From an optimization exercise on the open Yosys and OpenROAD flow, aimed at small area, a short achievable clock period and few clock cycles; shortcuts taken in it are not production practice. At most, simulation tests tie the RTL to the original design; equivalence was not proved. Power and IR drop assume default switching activity.

==> flow/design.v <==
module LIFO
	#(parameter N=6,    
	  parameter DW=32   
	)
(
	input wire clk,
	input wire push,            
	input wire [N+2:0] dep,     
	input wire [DW-1:0] dat_i,
	output reg [DW-1:0] dat_o   
);
	reg [DW-1:0] mem [0:N-1];
	genvar i;
	generate
		for (i = 0; i < N; i = i + 1) begin : g_ent
			always @(posedge clk)
				if (push && dep[i+2]) mem[i] <= dat_i;
		end
	endgenerate
	integer j;
	always @(*) begin
		dat_o = {DW{1'b0}};
		for (j = 0; j < N; j = j + 1)
			dat_o = dat_o | ({DW{dep[j+3]}} & mem[j]);
	end
endmodule
module calculator
	(
	input wire clk,
	input wire rst,
	output reg rdy,
	input wire req_valid,
	input wire [2:0] req_instr,
	input wire [31:0] req_operand,
	output reg result_valid,
	output wire [31:0] result,
	output reg [7:0] error
);
	reg [31:0] T;       
	reg [31:0] S;       
	reg [31:0] R;       
	reg        bm1;     
	reg [8:0]  dep;     
	reg        bmul;    
	reg        bdiv;    
	reg [4:0]  cnt;     
	wire lt2  = dep[0] | dep[1];
	wire full = dep[8];
	wire i_push = (req_instr == 3'd0);
	wire i_add  = (req_instr == 3'd1);
	wire i_sub  = (req_instr == 3'd2);
	wire i_mul  = (req_instr == 3'd3);
	wire i_bad  = req_instr[2] & (req_instr[1] | req_instr[0]);
	always @(*) begin
		if (req_valid && !i_push && lt2) error = 8'd1;
		else if (req_valid && i_push && full) error = 8'd2;
		else if (req_valid && i_bad) error = 8'd3;
		else error = 8'd0;
	end
	wire ok  = i_push ? !full : (!lt2 && !i_bad);
	wire acc = rdy & req_valid & ok;
	wire [31:0] pop_val;
	LIFO #(6, 32) i_stack (
		.clk(clk),
		.push(acc & i_push),
		.dep(dep),
		.dat_i(S),
		.dat_o(pop_val)
	);
	wire one0 = bmul ? (R[0] ^ bm1) : 1'b1;
	wire two0 = bmul & ((R[1] & ~R[0] & ~bm1) | (~R[1] & R[0] & bm1));
	wire neg0 = bmul & R[1];
	wire one1 = bmul & (R[2] ^ R[1]);
	wire two1 = bmul & ((R[3] & ~R[2] & ~R[1]) | (~R[3] & R[2] & R[1]));
	wire neg1 = bmul & R[3];
	wire [31:0] S2  = {S[30:0], 1'b0};
	wire [31:0] m0  = ({32{one0}} & S) | ({32{two0}} & S2);
	wire [31:0] m1  = ({32{one1}} & S) | ({32{two1}} & S2);
	wire [31:0] pp0 = m0 ^ {32{neg0}};
	wire [31:0] pp1 = {m1[29:0], 2'b00} ^ {32{neg1}};
	wire [31:0] cs_s = T ^ pp0 ^ pp1;
	wire [31:0] cs_c = {(T[30:0] & pp0[30:0]) | (T[30:0] & pp1[30:0]) | (pp0[30:0] & pp1[30:0]), neg0};
	wire [32:0] sum33 = {cs_s, neg1} + {cs_c, neg1};
	wire [31:0] sum = sum33[32:1];
	wire [32:0] d1 = {1'b0, S} - {1'b0, R};
	wire        b1 = d1[32];
	wire [5:0] zs, zt;
	calc_lzc i_lzs (.x(S), .z(zs));
	calc_lzc i_lzt (.x(T), .z(zt));
	wire [6:0] dz = {1'b0, zt} - {1'b0, zs};
	wire       t_zero = zt[5];                         
	wire       div_now = t_zero | dz[6];               
	wire [31:0] t_al = T << dz[4:0];
	wire mul_last = (R[31:3] == 29'd0);
	wire div_last = (cnt == 5'd0);
	wire done = (bmul & mul_last) | (bdiv & div_last);
	always @(posedge clk) begin
		if (rst) begin
			rdy <= 1'b1;
			result_valid <= 1'b0;
			dep <= 9'd1;
			bmul <= 1'b0;
			bdiv <= 1'b0;
		end else begin
			if (acc) begin
				if (i_push) begin
					dep <= {dep[7:0], 1'b0};
					result_valid <= 1'b1;
				end else if (!i_mul && !(req_instr[2] && !div_now)) begin
					dep <= {1'b0, dep[8:1]};
				end else begin
					rdy <= 1'b0;
					result_valid <= 1'b0;
					bmul <= i_mul;
					bdiv <= !i_mul;
				end
			end
			if (done) begin
				rdy <= 1'b1;
				result_valid <= 1'b1;
				bmul <= 1'b0;
				bdiv <= 1'b0;
				dep <= {1'b0, dep[8:1]};
			end
		end
	end
	wire a_push = acc & i_push;
	wire a_add  = acc & i_add;
	wire a_sub  = acc & i_sub;
	wire a_mul  = acc & i_mul;
	wire a_div  = acc & req_instr[2];
	wire sT_op   = a_push;
	wire sT_sum  = a_add | bmul;
	wire sT_sub  = a_sub;
	wire sT_q    = bdiv;
	wire sT_ones = a_div & t_zero;
	wire enT     = acc | bmul | bdiv;
	wire [31:0] T_d = ({32{sT_op}} & req_operand) | ({32{sT_sum}} & sum)
	                | ({32{sT_sub}} & d1[31:0]) | ({32{sT_q}} & {T[30:0], ~b1})
	                | {32{sT_ones}};
	wire sS_T   = a_push | (a_mul & b1);
	wire sS_pop = a_add | a_sub | (a_div & div_now) | (bmul & mul_last) | (bdiv & div_last);
	wire sS_sh  = bmul & ~mul_last;
	wire sS_d   = bdiv & ~div_last & ~b1;
	wire enS    = sS_T | sS_pop | sS_sh | sS_d;
	wire [31:0] S_d = ({32{sS_T}} & T) | ({32{sS_pop}} & pop_val)
	                | ({32{sS_sh}} & {S[27:0], 4'b0}) | ({32{sS_d}} & d1[31:0]);
	wire sR_S  = a_mul & b1;
	wire sR_al = a_div & ~div_now;
	wire sR_4  = bmul & ~mul_last;
	wire sR_1  = bdiv & ~div_last;
	wire sR_T  = (acc & ~i_mul & ~(req_instr[2] & ~div_now)) | done;
	wire enR   = sR_S | sR_al | sR_4 | sR_1 | sR_T;
	wire [31:0] R_d = ({32{sR_S}} & S) | ({32{sR_al}} & t_al) | ({32{sR_T}} & T_d)
	                | ({32{sR_4}} & {4'b0, R[31:4]}) | ({32{sR_1}} & {1'b0, R[31:1]});
	always @(posedge clk) begin
		if (enT) T <= T_d;
		if (enS) S <= S_d;
		if (enR) R <= R_d;
		if (a_mul) bm1 <= 1'b0;
		else if (bmul) bm1 <= R[3];
		if (a_div) cnt <= dz[4:0];
		else if (bdiv) cnt <= cnt - 5'd1;
	end
	assign result = T;
endmodule
module calc_lzc (
	input wire [31:0] x,
	output wire [5:0] z
);
	wire [15:0] v1;
	wire [15:0] z1;
	genvar i;
	generate
		for (i = 0; i < 16; i = i + 1) begin : g1
			assign v1[i] = x[2*i+1] | x[2*i];
			assign z1[i] = ~x[2*i+1];
		end
	endgenerate
	wire [7:0] v2;
	wire [15:0] z2;
	generate
		for (i = 0; i < 8; i = i + 1) begin : g2
			assign v2[i] = v1[2*i+1] | v1[2*i];
			assign z2[2*i+1:2*i] = v1[2*i+1] ? {1'b0, z1[2*i+1]} : {1'b1, z1[2*i]};
		end
	endgenerate
	wire [3:0] v3;
	wire [11:0] z3;
	generate
		for (i = 0; i < 4; i = i + 1) begin : g3
			assign v3[i] = v2[2*i+1] | v2[2*i];
			assign z3[3*i+2:3*i] = v2[2*i+1] ? {1'b0, z2[4*i+3:4*i+2]} : {1'b1, z2[4*i+1:4*i]};
		end
	endgenerate
	wire [1:0] v4;
	wire [7:0] z4;
	generate
		for (i = 0; i < 2; i = i + 1) begin : g4
			assign v4[i] = v3[2*i+1] | v3[2*i];
			assign z4[4*i+3:4*i] = v3[2*i+1] ? {1'b0, z3[6*i+5:6*i+3]} : {1'b1, z3[6*i+2:6*i]};
		end
	endgenerate
	assign z = v4[1] ? {2'b00, z4[7:4]} : v4[0] ? {2'b01, z4[3:0]} : 6'd32;
endmodule
make LEC_CHECK=0 ABC_AREA=1 CAP_MARGIN=0 CORE_MARGIN=2 CORE_UTILIZATION=50 CTS_BUF_LIST='sky130_fd_sc_hd__clkbuf_4 sky130_fd_sc_hd__clkbuf_8' SETUP_SLACK_MARGIN=4.5 SLEW_MARGIN=0 finish   # period 9.0 ns
run.sh (not shown) runs the stock make flow with config.mk's settings and CLKGATE_MAP_FILE= SYNTH_SCRIPT=/design/flow/synth_recipe.tcl, a recipe that flattens the netlist after the stock synthesis.
Testbench counts at the start, summed over its fixed seeds: cycles 7,484.
Edit:
--- a/flow/design.v
+++ b/flow/design.v
@@ -79,11 +79,15 @@
 	wire [31:0] pp0 = m0 ^ {32{neg0}};
 	wire [31:0] pp1 = {m1[29:0], 2'b00} ^ {32{neg1}};
 	wire [31:0] cs_s = T ^ pp0 ^ pp1;
 	wire [31:0] cs_c = {(T[30:0] & pp0[30:0]) | (T[30:0] & pp1[30:0]) | (pp0[30:0] & pp1[30:0]), neg0};
-	wire [32:0] sum33 = {cs_s, neg1} + {cs_c, neg1};
-	wire [31:0] sum = sum33[32:1];
-	wire [32:0] d1 = {1'b0, S} - {1'b0, R};
+	wire [31:0] sum;
+	wire        sum_co;
+	calc_add #(32) u_cpa (.a(cs_s), .b(cs_c), .ci(neg1), .s(sum), .co(sum_co));
+	wire [32:0] d1;
+	wire        d1_co;
+	calc_add #(32) u_sub (.a(S), .b(~R), .ci(1'b1), .s(d1[31:0]), .co(d1_co));
+	assign d1[32] = ~d1_co;
 	wire        b1 = d1[32];
 	wire [5:0] zs, zt;
 	calc_lzc i_lzs (.x(S), .z(zs));
 	calc_lzc i_lzt (.x(T), .z(zt));
@@ -202,4 +206,31 @@
 		end
 	endgenerate
 	assign z = v4[1] ? {2'b00, z4[7:4]} : v4[0] ? {2'b01, z4[3:0]} : 6'd32;
 endmodule
+module calc_add #(parameter W = 32) (
+	input wire [W-1:0] a,
+	input wire [W-1:0] b,
+	input wire ci,
+	output wire [W-1:0] s,
+	output wire co
+);
+	reg [W-1:0] g, p;
+	integer l, i;
+	always @(*) begin
+		g = a & b;
+		p = a ^ b;
+		g[0] = g[0] | (p[0] & ci);
+		for (l = 1; l < W; l = l * 2)
+			for (i = 2 * l - 1; i < W; i = i + 2 * l) begin
+				g[i] = g[i] | (p[i] & g[i-l]);
+				p[i] = p[i] & p[i-l];
+			end
+		for (l = W / 4; l >= 1; l = l / 2)
+			for (i = 3 * l - 1; i < W; i = i + 2 * l) begin
+				g[i] = g[i] | (p[i] & g[i-l]);
+				p[i] = p[i] & p[i-l];
+			end
+	end
+	assign s = (a ^ b) ^ {g[W-2:0], ci};
+	assign co = g[W-1];
+endmodule
Effect: The new run produced a clean layout. Worst setup slack gets worse by 470 ps. Critical path depth went up by 2. Die area went down by a few percent. Clock-buffer cell count does not change. Global-route usage went down by 2.2 points. Non-clock buffer count went up by 29. Cell count went down by roughly a tenth. Hold slack gets better by 17 ps. Synthesized area went down by a few percent. Clock power went up by roughly a tenth. Power went up by a few percent. Wire length went down by roughly a tenth. Design area went down by a few percent.
For the second run of this note, only the layout was checked, not whether the RTL still works.

========
Another version of the RTL of calculator (not shown whole).
Size in the first run: about 310 flip-flops, ~80 I/O pins.
==> module calculator, before the edit <==
module calculator
	(
	input wire clk,
	input wire rst,
	output reg rdy,
	input wire req_valid,
	input wire [2:0] req_instr,
	input wire [31:0] req_operand,
	output reg result_valid,
	output wire [31:0] result,
	output reg [7:0] error
);
	reg [31:0] T;       
	reg [31:0] S;       
	reg [31:0] R;       
	reg        bm1;     
	reg [8:0]  dep;     
	reg        bmul;    
	reg        bdiv;    
	reg [4:0]  cnt;     
	wire lt2  = dep[0] | dep[1];
	wire full = dep[8];
	wire i_push = (req_instr == 3'd0);
	wire i_add  = (req_instr == 3'd1);
	wire i_sub  = (req_instr == 3'd2);
	wire i_mul  = (req_instr == 3'd3);
	wire i_bad  = req_instr[2] & (req_instr[1] | req_instr[0]);
	always @(*) begin
		if (req_valid && !i_push && lt2) error = 8'd1;
		else if (req_valid && i_push && full) error = 8'd2;
		else if (req_valid && i_bad) error = 8'd3;
		else error = 8'd0;
	end
	wire ok  = i_push ? !full : (!lt2 && !i_bad);
	wire acc = rdy & req_valid & ok;
	wire [31:0] pop_val;
	LIFO #(6, 32) i_stack (
		.clk(clk),
		.push(acc & i_push),
		.dep(dep),
		.dat_i(S),
		.dat_o(pop_val)
	);
	wire one0 = bmul ? (R[0] ^ bm1) : 1'b1;
	wire two0 = bmul & ((R[1] & ~R[0] & ~bm1) | (~R[1] & R[0] & bm1));
	wire neg0 = bmul & R[1];
	wire one1 = bmul & (R[2] ^ R[1]);
	wire two1 = bmul & ((R[3] & ~R[2] & ~R[1]) | (~R[3] & R[2] & R[1]));
	wire neg1 = bmul & R[3];
	wire [31:0] S2  = {S[30:0], 1'b0};
	wire [31:0] m0  = ({32{one0}} & S) | ({32{two0}} & S2);
	wire [31:0] m1  = ({32{one1}} & S) | ({32{two1}} & S2);
	wire [31:0] pp0 = m0 ^ {32{neg0}};
	wire [31:0] pp1 = {m1[29:0], 2'b00} ^ {32{neg1}};
	wire [31:0] cs_s = T ^ pp0 ^ pp1;
	wire [31:0] cs_c = {(T[30:0] & pp0[30:0]) | (T[30:0] & pp1[30:0]) | (pp0[30:0] & pp1[30:0]), neg0};
	wire [31:0] sum;
	wire        sum_co;
	calc_add_fast #(32) u_cpa (.a(cs_s), .b(cs_c), .ci(neg1), .s(sum), .co(sum_co));
	wire [32:0] d1;
	wire        d1_co;
	calc_add #(32) u_sub (.a(S), .b(~R), .ci(1'b1), .s(d1[31:0]), .co(d1_co));
	assign d1[32] = ~d1_co;
	wire        b1 = d1[32];
	wire [5:0] zs, zt;
	calc_lzc i_lzs (.x(S), .z(zs));
	calc_lzc i_lzt (.x(T), .z(zt));
	wire [6:0] dz = {1'b0, zt} - {1'b0, zs};
	wire       t_zero = zt[5];                         
	wire       div_now = t_zero | dz[6];               
	wire [31:0] t_al = T << dz[4:0];
	wire mul_last = (R[31:3] == 29'd0);
	wire div_last = (cnt == 5'd0);
	wire done = (bmul & mul_last) | (bdiv & div_last);
	always @(posedge clk) begin
		if (rst) begin
			rdy <= 1'b1;
			result_valid <= 1'b0;
			dep <= 9'd1;
			bmul <= 1'b0;
			bdiv <= 1'b0;
		end else begin
			if (acc) begin
				if (i_push) begin
					dep <= {dep[7:0], 1'b0};
					result_valid <= 1'b1;
				end else if (!i_mul && !(req_instr[2] && !div_now)) begin
					dep <= {1'b0, dep[8:1]};
				end else begin
					rdy <= 1'b0;
					result_valid <= 1'b0;
					bmul <= i_mul;
					bdiv <= !i_mul;
				end
			end
			if (done) begin
				rdy <= 1'b1;
				result_valid <= 1'b1;
				bmul <= 1'b0;
				bdiv <= 1'b0;
				dep <= {1'b0, dep[8:1]};
			end
		end
	end
	wire a_push = acc & i_push;
	wire a_add  = acc & i_add;
	wire a_sub  = acc & i_sub;
	wire a_mul  = acc & i_mul;
	wire a_div  = acc & req_instr[2];
	wire sT_op   = a_push;
	wire sT_sum  = a_add | bmul;
	wire sT_sub  = a_sub;
	wire sT_q    = bdiv;
	wire sT_ones = a_div & t_zero;
	wire enT     = acc | bmul | bdiv;
	wire [31:0] T_d = ({32{sT_op}} & req_operand) | ({32{sT_sum}} & sum)
	                | ({32{sT_sub}} & d1[31:0]) | ({32{sT_q}} & {T[30:0], ~b1})
	                | {32{sT_ones}};
	wire sS_T   = a_push | (a_mul & b1);
	wire sS_pop = a_add | a_sub | (a_div & div_now) | (bmul & mul_last) | (bdiv & div_last);
	wire sS_sh  = bmul & ~mul_last;
	wire sS_d   = bdiv & ~div_last & ~b1;
	wire enS    = sS_T | sS_pop | sS_sh | sS_d;
	wire [31:0] S_d = ({32{sS_T}} & T) | ({32{sS_pop}} & pop_val)
	                | ({32{sS_sh}} & {S[27:0], 4'b0}) | ({32{sS_d}} & d1[31:0]);
	wire sR_S  = a_mul & b1;
	wire sR_al = a_div & ~div_now;
	wire sR_4  = bmul & ~mul_last;
	wire sR_1  = bdiv & ~div_last;
	wire sR_T  = (acc & ~i_mul & ~(req_instr[2] & ~div_now)) | (bdiv & div_last);
	wire sR_p  = bmul & mul_last;   
	wire enR   = sR_S | sR_al | sR_4 | sR_1 | sR_T | sR_p;
	wire [31:0] R_d = ({32{sR_S}} & S) | ({32{sR_al}} & t_al) | ({32{sR_T}} & T_d) | ({32{sR_p}} & sum)
	                | ({32{sR_4}} & {4'b0, R[31:4]}) | ({32{sR_1}} & {1'b0, R[31:1]});
	always @(posedge clk) begin
		if (enT) T <= T_d;
		if (enS) S <= S_d;
		if (enR) R <= R_d;
		if (a_mul) bm1 <= 1'b0;
		else if (bmul) bm1 <= R[3];
		if (a_div) cnt <= dz[4:0];
		else if (bdiv) cnt <= cnt - 5'd1;
	end
	assign result = T;
endmodule
==> module calc_add_fast, before the edit <==
module calc_add_fast #(parameter W = 32) (
	input wire [W-1:0] a,
	input wire [W-1:0] b,
	input wire ci,
	output wire [W-1:0] s,
	output wire co
);
	reg [W-1:0] g, p;
	integer l, i, j;
	always @(*) begin
		g = a & b;
		p = a ^ b;
		g[0] = g[0] | (p[0] & ci);
		for (l = 1; l < W; l = l * 2)
			for (i = W - 1; i >= 0; i = i - 1)
				if (i & l) begin
					j = (i & ~(l - 1)) - 1;
					g[i] = g[i] | (p[i] & g[j]);
					p[i] = p[i] & p[j];
				end
	end
	assign s = (a ^ b) ^ {g[W-2:0], ci};
	assign co = g[W-1];
endmodule
Settings: LEC_CHECK=0, ABC_AREA=1, CAP_MARGIN=0, CORE_MARGIN=2, CORE_UTILIZATION=50, CTS_BUF_LIST=sky130_fd_sc_hd__clkbuf_4 sky130_fd_sc_hd__clkbuf_8, SETUP_SLACK_MARGIN=4.3, SLEW_MARGIN=0; clock period 9.0 ns.
Testbench counts at the start, summed over its fixed seeds: cycles 7,484.
==> next run, changes <==
--- a/flow/design.v
+++ b/flow/design.v
@@ -83,5 +83,5 @@
 	wire [31:0] sum;
 	wire        sum_co;
-	calc_add_fast #(32) u_cpa (.a(cs_s), .b(cs_c), .ci(neg1), .s(sum), .co(sum_co));
+	calc_add #(32) u_cpa (.a(cs_s), .b(cs_c), .ci(neg1), .s(sum), .co(sum_co));
 	wire [32:0] d1;
 	wire        d1_co;
@@ -154,8 +154,7 @@
 	wire sR_4  = bmul & ~mul_last;
 	wire sR_1  = bdiv & ~div_last;
-	wire sR_T  = (acc & ~i_mul & ~(req_instr[2] & ~div_now)) | (bdiv & div_last);
-	wire sR_p  = bmul & mul_last;   
-	wire enR   = sR_S | sR_al | sR_4 | sR_1 | sR_T | sR_p;
-	wire [31:0] R_d = ({32{sR_S}} & S) | ({32{sR_al}} & t_al) | ({32{sR_T}} & T_d) | ({32{sR_p}} & sum)
+	wire sR_T  = (acc & ~i_mul & ~(req_instr[2] & ~div_now)) | done;
+	wire enR   = sR_S | sR_al | sR_4 | sR_1 | sR_T;
+	wire [31:0] R_d = ({32{sR_S}} & S) | ({32{sR_al}} & t_al) | ({32{sR_T}} & T_d)
 	                | ({32{sR_4}} & {4'b0, R[31:4]}) | ({32{sR_1}} & {1'b0, R[31:1]});
 	always @(posedge clk) begin
@@ -236,26 +235,2 @@
 	assign co = g[W-1];
 endmodule
-module calc_add_fast #(parameter W = 32) (
-	input wire [W-1:0] a,
-	input wire [W-1:0] b,
-	input wire ci,
-	output wire [W-1:0] s,
-	output wire co
-);
-	reg [W-1:0] g, p;
-	integer l, i, j;
-	always @(*) begin
-		g = a & b;
-		p = a ^ b;
-		g[0] = g[0] | (p[0] & ci);
-		for (l = 1; l < W; l = l * 2)
-			for (i = W - 1; i >= 0; i = i - 1)
-				if (i & l) begin
-					j = (i & ~(l - 1)) - 1;
-					g[i] = g[i] | (p[i] & g[j]);
-					p[i] = p[i] & p[j];
-				end
-	end
-	assign s = (a ^ b) ^ {g[W-2:0], ci};
-	assign co = g[W-1];
-endmodule
After rerunning:
- The new run ran to the end with no violations
- wire length falls by 1.8%
- synthesized area goes down by 2.2%
- synthesized cell count went down by 6.1%
- cell area came out lower by 0.40%
- power grows by 5.3%
- worst hold slack is worse by 0.026 ns
- setup slack got worse by 0.10 ns
- flip-flop and latch count does not change
- non-clock buffer count decreases by 19
- die area falls by 2.1%
- final cell count went down by 5.6%
- via count drops by 5.7%
- clock skew shrinks by 0.018 ns
- global-route usage shrinks by 0.29 points
Only the layout flow was run in the second run of this note; the RTL was not checked for function there.

[re-timing with driven ports]
How much do the figures lean on ideal ports? The routed layouts below were timed once more, with nothing changed but the port constraints.
Step 1, drivers: a clkbuf_16 drives clk and a buf_2 each remaining input, both assumed.
Step 2 also shifts input and output timing later by t, the mid clock arrival at the registers, as if the neighbouring blocks saw the same clock.
a / b / c = ideal ports / drivers / drivers and shift; a / b = the first two.
run | t (ns) | setup WS [ns] | cell pins on the clock port's net
the first run of note 1 | 0.653 | 4.555 / 4.552 / 4.364 | 1
the second run of note 1 | 0.706 | 4.082 / 4.082 / 4.040 | 1
the first run of note 2 | 0.668 | 4.344 / 4.317 / 4.085 | 1
the second run of note 2 | 0.678 | 4.244 / 4.244 / 3.912 | 1
After both steps setup and hold are still met in every run listed. The setup slack of the second run of note 2, which loses most, moves by 0.000 ns with the drivers and by -0.332 ns with both steps.
